What follows belongs to an exercise in optimizing a design on an open flow for small area; a production flow would make more cautious choices.
In this exercise RTL edits were held to simulation tests only and were not proved equivalent to the original.

==> branch nickel: inputs <==
// uart_parser_register_TOP
module uart_parser_register_TOP(
    input clk,
    input reset,
    input RX,
    output TX,
    output busy
    );
    wire rxd, smp, in_data, done, cnt6;
    wire [2:0] pos;
    UART_RX uart_rx(.clk(clk), .reset(reset), .rx(RX), .rxd(rxd), .smp(smp), .pos(pos),
                    .in_data(in_data), .done(done), .cnt6(cnt6));
    wire wv, wen, start;
    wire [5:0] addr;
    wire [7:0] data;
    cmd_parser parser(.clk(clk), .reset(reset), .rxd(rxd), .smp(smp), .pos(pos),
                      .in_data(in_data), .done(done), .cnt6(cnt6), .wv(wv), .wen(wen),
                      .addr(addr), .data(data), .start(start));
    wire [7:0] tap;
    wire hit;
    register_file reg_file(.clk(clk), .reset(reset), .wv(wv), .wen(wen), .addr(addr), .data(data),
                           .tap(tap), .hit(hit));
    UART_TX uart_tx(.clk(clk), .reset(reset), .start(start), .tap(tap), .hit(hit),
                    .busy(busy), .TX(TX));
endmodule
==> module UART_RX, before the edit <==
module UART_RX(
    input clk,
    input reset,
    input rx,
    output rxd,           
    output smp,           
    output [2:0] pos,     
    output in_data,       
    output done,          
    output cnt6           
    );
    reg rx_synch1, rx_synch2;
    always @(posedge clk) begin
        rx_synch1 <= rx;
        rx_synch2 <= rx_synch1;
    end
    assign rxd = rx_synch2;
    reg [4:0] counter;
    wire tick = (counter == 5'd26);
    always @(posedge clk)
        if (!reset || tick) counter <= 5'd0;
        else counter <= counter + 5'd1;
    assign cnt6 = (counter == 5'd6);
    localparam DATA8 = 4'd0, IDLE = 4'd1, START = 4'd2, STOP = 4'd3, DONE = 4'd4, DATA0 = 4'd8;
    reg [3:0] state;
    reg [3:0] bt;
    always @(posedge clk) begin
        if (!reset) begin
            state <= IDLE;
        end else begin
            case (state)
                IDLE:  if (!rx_synch2) state <= START;
                START: if (tick && bt == 4'd7) state <= rx_synch2 ? IDLE : DATA0;
                DATA8: if (tick) state <= STOP;
                STOP:  if (tick && bt == 4'd15 && rx_synch2) state <= DONE;
                DONE:  state <= IDLE;
                default: if (state[3] && tick && bt == 4'd15) state <= state + 4'd1;
            endcase
        end
    end
    always @(posedge clk) begin
        if (state == IDLE || (state == START && tick && bt == 4'd7))
            bt <= 4'd0;
        else if (tick)
            bt <= bt + 4'd1;
    end
    assign in_data = state[3];
    assign pos = state[2:0];
    assign smp = state[3] && tick && bt == 4'd15;
    assign done = (state == DONE);
endmodule
==> module UART_TX, before the edit <==
module UART_TX(
    input clk,
    input reset,
    input start,
    input [7:0] tap,
    input hit,
    output busy,
    output TX
    );
    reg [3:0] tbc;
    wire enable = (tbc == 4'd9);
    always @(posedge clk)
        if (!reset || enable) tbc <= 4'd0;
        else tbc <= tbc + 4'd1;
    localparam IDLE = 4'd0, PEND = 4'd1, DONE = 4'd2, S0 = 4'd6, S1 = 4'd7;
    reg [3:0] state;
    always @(posedge clk) begin
        if (!reset) state <= IDLE;
        else if (state == IDLE) begin
            if (start) state <= PEND;
        end else if (enable) begin
            case (state)
                PEND: state <= S0;
                DONE: state <= IDLE;
                4'd15: state <= DONE;
                default: state <= state + 4'd1;
            endcase
        end
    end
    reg [7:0] buf_q;
    wire idle = (state == IDLE || state == PEND);
    always @(posedge clk)
        if (idle && hit) buf_q <= tap;
    assign busy = !idle;
    assign TX = state[3] ? buf_q[state[2:0]] : (state != S1);
endmodule
==> module register_file, before the edit <==
module register_file(
    input clk,
    input reset,
    input wv,
    input wen,
    input [5:0] addr,
    input [7:0] data,
    output [7:0] tap,
    output hit
    );
    reg [511:0] ring;
    reg [5:0] ptr;
    wire fb = ptr[5] ^ ptr[4] ^ (ptr[4:0] == 5'd0);
    always @(posedge clk) begin
        if (!reset) ptr <= 6'd0;
        else ptr <= {ptr[4:0], fb};
    end
    assign tap = ring[7:0];
    assign hit = (ptr == addr);
    wire [7:0] ins = !wv ? 8'd0 : (wen && hit) ? data : tap;
    always @(posedge clk)
        ring <= {ins, ring[511:8]};
endmodule
==> module cmd_parser, before the edit <==
module cmd_parser(
    input clk,
    input reset,
    input rxd,
    input smp,
    input [2:0] pos,
    input in_data,
    input done,
    input cnt6,
    output reg wv,       
    output wen,
    output reg [5:0] addr,
    output reg [7:0] data,
    output start
    );
    localparam CMD_R = 3'd0, CMD_W = 3'd1, ADDR_R = 3'd2, ADDR_W = 3'd3, DATA = 3'd5, RWAIT = 3'd4, RDW = 3'd6;
    reg [2:0] state;
    wire last = smp && pos == 3'd7;
    always @(posedge clk) begin
        if (!reset) begin
            state <= CMD_R;
            wv <= 1'b0;
        end else begin
            case (state)
                CMD_R, CMD_W: if (last) state <= rxd ? ADDR_W : ADDR_R;
                ADDR_W: if (last) state <= DATA;
                ADDR_R: if (last) state <= RWAIT;
                RWAIT: if (done) state <= RDW;
                DATA: if (last) begin state <= CMD_W; wv <= 1'b1; end
                RDW: if (cnt6) state <= CMD_R;
                default: state <= CMD_R;
            endcase
        end
    end
    always @(posedge clk)
        if ((state == ADDR_R || state == ADDR_W) && smp && !(pos[2] && pos[1]))
            addr <= {rxd, addr[5:1]};
    always @(posedge clk)
        if (state == DATA && smp)
            data <= {rxd, data[7:1]};
    assign wen = state == CMD_W || (state == ADDR_W && !in_data);
    assign start = (state == RDW) && cnt6;
endmodule
clock: 10.0 ns
lec_check: 0
cap_margin: 20
core_margin: 2
core_utilization: 40
cts_buf_list: sky130_fd_sc_hd__clkbuf_16
cts_cluster_diameter: 80
cts_cluster_size: 32
place_density: 0.6
slew_margin: 20
run.sh (not shown) runs the stock make flow with config.mk's settings and CLKGATE_MAP_FILE= SYNTH_SCRIPT=/design/flow/synth_recipe.tcl, a recipe that flattens the netlist after the stock synthesis.
==> branch amber (differences from branch nickel) <==
--- a/flow/design.v
+++ b/flow/design.v
@@ -18,10 +18,13 @@
     reg [4:0] counter;
-    wire tick = (counter == 5'd26);
+    wire fa = !(counter[3] || (counter[2] && counter[1]));
+    wire fb = counter[4] ? fa : !((counter[2] || counter[1]) && fa);
     always @(posedge clk)
-        if (!reset || tick) counter <= 5'd0;
-        else counter <= counter + 5'd1;
-    assign cnt6 = (counter == 5'd6);
-    localparam DATA8 = 4'd0, IDLE = 4'd1, START = 4'd2, STOP = 4'd3, DONE = 4'd4, DATA0 = 4'd8;
+        if (!reset) counter <= 5'b00001;
+        else counter <= {counter[3:0], fb};
+    wire tick = !(counter[3] || counter[2] || counter[1] || counter[0]);
+    assign cnt6 = !(counter[4] || counter[1] || counter[0]);
+    localparam STOP = 4'd0, IDLE = 4'd1, START = 4'd2, DONE = 4'd3, DATA0 = 4'd8;
     reg [3:0] state;
     reg [3:0] bt;
+    wire t15 = tick && bt == 4'd15;
     always @(posedge clk) begin
@@ -32,7 +35,6 @@
                 IDLE:  if (!rx_synch2) state <= START;
-                START: if (tick && bt == 4'd7) state <= rx_synch2 ? IDLE : DATA0;
-                DATA8: if (tick) state <= STOP;
-                STOP:  if (tick && bt == 4'd15 && rx_synch2) state <= DONE;
+                START: if (t15) state <= rx_synch2 ? IDLE : DATA0;
+                STOP:  if (t15 && rx_synch2) state <= DONE;
                 DONE:  state <= IDLE;
-                default: if (state[3] && tick && bt == 4'd15) state <= state + 4'd1;
+                default: if (t15) state <= state + 4'd1;
             endcase
@@ -41,4 +43,4 @@
     always @(posedge clk) begin
-        if (state == IDLE || (state == START && tick && bt == 4'd7))
-            bt <= 4'd0;
+        if (state == IDLE)
+            bt <= 4'd8;
         else if (tick)
@@ -48,3 +50,3 @@
     assign pos = state[2:0];
-    assign smp = state[3] && tick && bt == 4'd15;
+    assign smp = state[3] && t15;
     assign done = (state == DONE);
@@ -61,3 +63,3 @@
     reg [3:0] tbc;
-    wire enable = (tbc == 4'd9);
+    wire enable = tbc[3] && tbc[0];    
     always @(posedge clk)
@@ -65,3 +67,3 @@
         else tbc <= tbc + 4'd1;
-    localparam IDLE = 4'd0, PEND = 4'd1, DONE = 4'd2, S0 = 4'd6, S1 = 4'd7;
+    localparam IDLE = 4'd2, PEND = 4'd3, DONE = 4'd0, S0 = 4'd6, S1 = 4'd7;
     reg [3:0] state;
@@ -74,2 +76,4 @@
                 PEND: state <= S0;
+                S0: state <= S1;
+                S1: state <= 4'd8;
                 DONE: state <= IDLE;
@@ -149,3 +153,5 @@
     assign hit = (ptr == addr);
-    wire [7:0] ins = !wv ? 8'd0 : (wen && hit) ? data : tap;
+    wire wr = wv && wen && hit;
+    wire keep = wv && !(wen && hit);
+    wire [7:0] ins = ({8{wr}} & data) | ({8{keep}} & tap);
     always @(posedge clk)
==> flow/flow/run.sh (new file) <==
#!/bin/bash
# The standard layout (standard.sh), with two changes: clock tree synthesis
# without dummy load cells, and plain buf_1 cells as the port buffers.
# make's full output goes to standard.log; each tool's log is under orfs/logs.
set -euo pipefail
export CTS_ARGS="-sink_clustering_enable -repair_clock_nets -dont_use_dummy_load -buf_list sky130_fd_sc_hd__clkbuf_8 -sink_clustering_size 20 -sink_clustering_max_diameter 50"
export BUFFER_PORTS_ARGS="-buffer_cell sky130_fd_sc_hd__buf_1"
bash standard.sh > standard.log 2>&1
==> flow/standard.sh (new file) <==
#!/bin/bash
# synth_recipe.tcl (not shown) runs the flow's synth.tcl, then flattens the netlist and writes it again
# the make line also repeats each setting of config.mk as NAME=value (left out here)
make -C /OpenROAD-flow-scripts/flow DESIGN_CONFIG=/design/flow/config.mk WORK_HOME=/design/flow/orfs CLKGATE_MAP_FILE= SYNTH_SCRIPT=/design/flow/synth_recipe.tcl "${@:-finish}"
CORE_UTILIZATION = 70   (was 40)
CTS_BUF_LIST = sky130_fd_sc_hd__clkbuf_8   (was sky130_fd_sc_hd__clkbuf_16)
CTS_CLUSTER_DIAMETER = 50   (was 80)
CTS_CLUSTER_SIZE = 20   (was 32)
PLACE_DENSITY = 0.85   (was 0.6)
removed: flow/run.sh
==> branch cedar (differences from branch nickel) <==
--- a/flow/design.v
+++ b/flow/design.v
@@ -18,10 +18,13 @@
     reg [4:0] counter;
-    wire tick = (counter == 5'd26);
+    wire fa = !(counter[3] || (counter[2] && counter[1]));
+    wire fb = counter[4] ? fa : !((counter[2] || counter[1]) && fa);
     always @(posedge clk)
-        if (!reset || tick) counter <= 5'd0;
-        else counter <= counter + 5'd1;
-    assign cnt6 = (counter == 5'd6);
-    localparam DATA8 = 4'd0, IDLE = 4'd1, START = 4'd2, STOP = 4'd3, DONE = 4'd4, DATA0 = 4'd8;
+        if (!reset) counter <= 5'b00001;
+        else counter <= {counter[3:0], fb};
+    wire tick = !(counter[3] || counter[2] || counter[1] || counter[0]);
+    assign cnt6 = !(counter[4] || counter[1] || counter[0]);
+    localparam STOP = 4'd0, IDLE = 4'd1, START = 4'd2, DONE = 4'd3, DATA0 = 4'd8;
     reg [3:0] state;
-    reg [3:0] bt;
+    reg [3:0] bt;    
+    wire t15 = tick && bt == 4'd15;
     always @(posedge clk) begin
@@ -32,7 +35,6 @@
                 IDLE:  if (!rx_synch2) state <= START;
-                START: if (tick && bt == 4'd7) state <= rx_synch2 ? IDLE : DATA0;
-                DATA8: if (tick) state <= STOP;
-                STOP:  if (tick && bt == 4'd15 && rx_synch2) state <= DONE;
+                START: if (t15) state <= rx_synch2 ? IDLE : DATA0;
+                STOP:  if (t15 && rx_synch2) state <= DONE;
                 DONE:  state <= IDLE;
-                default: if (state[3] && tick && bt == 4'd15) state <= state + 4'd1;
+                default: if (t15) state <= {!(state[2] && state[1] && state[0]), state[2] ^ (state[1] && state[0]), state[1] ^ state[0], !state[0]};
             endcase
@@ -41,6 +43,6 @@
     always @(posedge clk) begin
-        if (state == IDLE || (state == START && tick && bt == 4'd7))
-            bt <= 4'd0;
+        if (state == IDLE)
+            bt <= 4'd8;
         else if (tick)
-            bt <= bt + 4'd1;
+            bt <= {bt[3] ^ (bt[2] && bt[1] && bt[0]), bt[2] ^ (bt[1] && bt[0]), bt[1] ^ bt[0], !bt[0]};
     end
@@ -48,3 +50,3 @@
     assign pos = state[2:0];
-    assign smp = state[3] && tick && bt == 4'd15;
+    assign smp = state[3] && t15;
     assign done = (state == DONE);
@@ -61,7 +63,7 @@
     reg [3:0] tbc;
-    wire enable = (tbc == 4'd9);
+    wire enable = tbc[3] && tbc[0];    
     always @(posedge clk)
         if (!reset || enable) tbc <= 4'd0;
-        else tbc <= tbc + 4'd1;
-    localparam IDLE = 4'd0, PEND = 4'd1, DONE = 4'd2, S0 = 4'd6, S1 = 4'd7;
+        else tbc <= {tbc[3] ^ (tbc[2] && tbc[1] && tbc[0]), tbc[2] ^ (tbc[1] && tbc[0]), tbc[1] ^ tbc[0], !tbc[0]};
+    localparam IDLE = 4'd2, PEND = 4'd3, DONE = 4'd0, S0 = 4'd6, S1 = 4'd7;
     reg [3:0] state;
@@ -74,5 +76,7 @@
                 PEND: state <= S0;
+                S0: state <= S1;
+                S1: state <= 4'd8;
                 DONE: state <= IDLE;
                 4'd15: state <= DONE;
-                default: state <= state + 4'd1;
+                default: state <= {state[3] ^ (state[2] && state[1] && state[0]), state[2] ^ (state[1] && state[0]), state[1] ^ state[0], !state[0]};
             endcase
@@ -102,4 +106,4 @@
     );
-    localparam CMD_R = 3'd0, CMD_W = 3'd1, ADDR_R = 3'd2, ADDR_W = 3'd3, DATA = 3'd5, RWAIT = 3'd4, RDW = 3'd6;
-    reg [2:0] state;
+    reg w;
+    reg [1:0] phase;
     wire last = smp && pos == 3'd7;
@@ -107,13 +111,12 @@
         if (!reset) begin
-            state <= CMD_R;
+            w <= 1'b0;
+            phase <= 2'd0;
             wv <= 1'b0;
         end else begin
-            case (state)
-                CMD_R, CMD_W: if (last) state <= rxd ? ADDR_W : ADDR_R;
-                ADDR_W: if (last) state <= DATA;
-                ADDR_R: if (last) state <= RWAIT;
-                RWAIT: if (done) state <= RDW;
-                DATA: if (last) begin state <= CMD_W; wv <= 1'b1; end
-                RDW: if (cnt6) state <= CMD_R;
-                default: state <= CMD_R;
+            case (phase)
+                2'd0: if (last) begin phase <= 2'd1; w <= rxd; end
+                2'd1: if (last) phase <= 2'd2;
+                2'd2: if (last) begin phase <= 2'd0; wv <= 1'b1; end
+                      else if (done && !w) phase <= 2'd3;
+                2'd3: if (cnt6) phase <= 2'd0;
             endcase
@@ -122,9 +125,9 @@
     always @(posedge clk)
-        if ((state == ADDR_R || state == ADDR_W) && smp && !(pos[2] && pos[1]))
+        if (phase == 2'd1 && smp && !(pos[2] && pos[1]))
             addr <= {rxd, addr[5:1]};
     always @(posedge clk)
-        if (state == DATA && smp)
+        if (phase == 2'd2 && smp)
             data <= {rxd, data[7:1]};
-    assign wen = state == CMD_W || (state == ADDR_W && !in_data);
-    assign start = (state == RDW) && cnt6;
+    assign wen = w && !in_data;
+    assign start = (phase == 2'd3) && cnt6;
 endmodule
@@ -149,3 +152,5 @@
     assign hit = (ptr == addr);
-    wire [7:0] ins = !wv ? 8'd0 : (wen && hit) ? data : tap;
+    wire wr = wv && wen && hit;
+    wire keep = wv && !(wen && hit);
+    wire [7:0] ins = ({8{wr}} & data) | ({8{keep}} & tap);
     always @(posedge clk)
==> flow/flow/run.sh (new file) <==
#!/bin/bash
# The standard layout (standard.sh) with these changes:
#  - synthesis: the standard synthesis script, but without the adder-extraction
#    step (ADDER_MAP_FILE empty) and with an area-oriented ABC script
#    (flow/abc_area.script: a seeded, iteration-bounded &deepsyn, so it gives
#    the same netlist every run; used in place of ORFS's abc_speed.script through a
#    copy of ORFS's scripts folder). Registers are mapped before ABC runs, so
#    they are the same as the standard synthesis's.
#  - clock tree synthesis without dummy load cells, with clkbuf_8 and clusters
#    of up to 22 sinks;
#  - plain buf_1 cells as the port buffers.
# make's full output goes to synth.log and standard.log; each tool's own log is
# under orfs/logs.
set -euo pipefail
here=$(pwd)
rm -rf "$here/scripts_area"
cp -r "$FLOW_HOME/scripts" "$here/scripts_area"
cp "$here/flow/abc_area.script" "$here/scripts_area/abc_speed.script"
ADDER_MAP_FILE= SCRIPTS_DIR="$here/scripts_area" bash standard.sh synth > synth.log 2>&1
export CTS_ARGS="-sink_clustering_enable -repair_clock_nets -dont_use_dummy_load -buf_list sky130_fd_sc_hd__clkbuf_8 -sink_clustering_size 22 -sink_clustering_max_diameter 60"
export BUFFER_PORTS_ARGS="-buffer_cell sky130_fd_sc_hd__buf_1"
bash standard.sh > standard.log 2>&1
==> flow/flow/abc_area.script (new file) <==
&get -n
&st
&deepsyn -I 200 -J 10 -S 1
&dch -f
&nf -R 1000
&put
==> flow/standard.sh (new file) <==
#!/bin/bash
# synth_recipe.tcl (not shown) runs the flow's synth.tcl, then flattens the netlist and writes it again
# the make line also repeats each setting of config.mk as NAME=value (left out here)
make -C /OpenROAD-flow-scripts/flow DESIGN_CONFIG=/design/flow/config.mk WORK_HOME=/design/flow/orfs CLKGATE_MAP_FILE= SYNTH_SCRIPT=/design/flow/synth_recipe.tcl "${@:-finish}"
CORE_UTILIZATION = 50   (was 40)
CTS_BUF_LIST = unset   (was sky130_fd_sc_hd__clkbuf_16)
CTS_CLUSTER_DIAMETER = unset   (was 80)
CTS_CLUSTER_SIZE = unset   (was 32)
PLACE_DENSITY = 0.65   (was 0.6)
removed: flow/run.sh
==> summary of the runs <==
- The lowest sequential share of layout area belongs to branch nickel, the highest to branch cedar.
- Against branch cedar, the final cell count of branch nickel is higher by 18%.
- Utilization, highest first: branch amber, branch cedar, branch nickel.
- Between branch amber and branch nickel, the lower hold slack is in branch amber (gap 0.044 ns).
- Synthesized cell count, lowest first: branch cedar, branch amber, branch nickel.
- In flip-flop and latch count, branch nickel and branch amber do not differ.
- The highest setup slack belongs to branch cedar, the lowest to branch nickel.
- Routed wire length, lowest first: branch cedar, branch nickel, branch amber.

[separate check: timing with driven ports]
In the flow no input, the clock included, has a driving cell. The finished layouts below were timed again as built, in two steps. Step 1 sets driving cells, clkbuf_16 on the clock port and buf_2 on the other inputs (assumed; they add their load-dependent delay and slew). Step 2 also shifts input and output timing later by t, the mid clock arrival at the registers, as if the neighbouring blocks saw the same clock. Three values: ideal, step 1, step 2; two values: the first two.
run	t, ns	slack for setup (ns)	slew at the worst register clock pin (ns)	worst slew at a driven data input, ns	cell pins on the clock port's net
branch nickel	0.569	5.704 / 5.658 / 6.227	0.11 / 0.11	0.03	1
branch amber	0.556	6.000 / 5.960 / 6.182	0.11 / 0.11	0.03	1
branch cedar	0.617	6.120 / 6.076 / 6.461	0.12 / 0.12	0.03	1
After both steps every run listed still meets setup and hold.
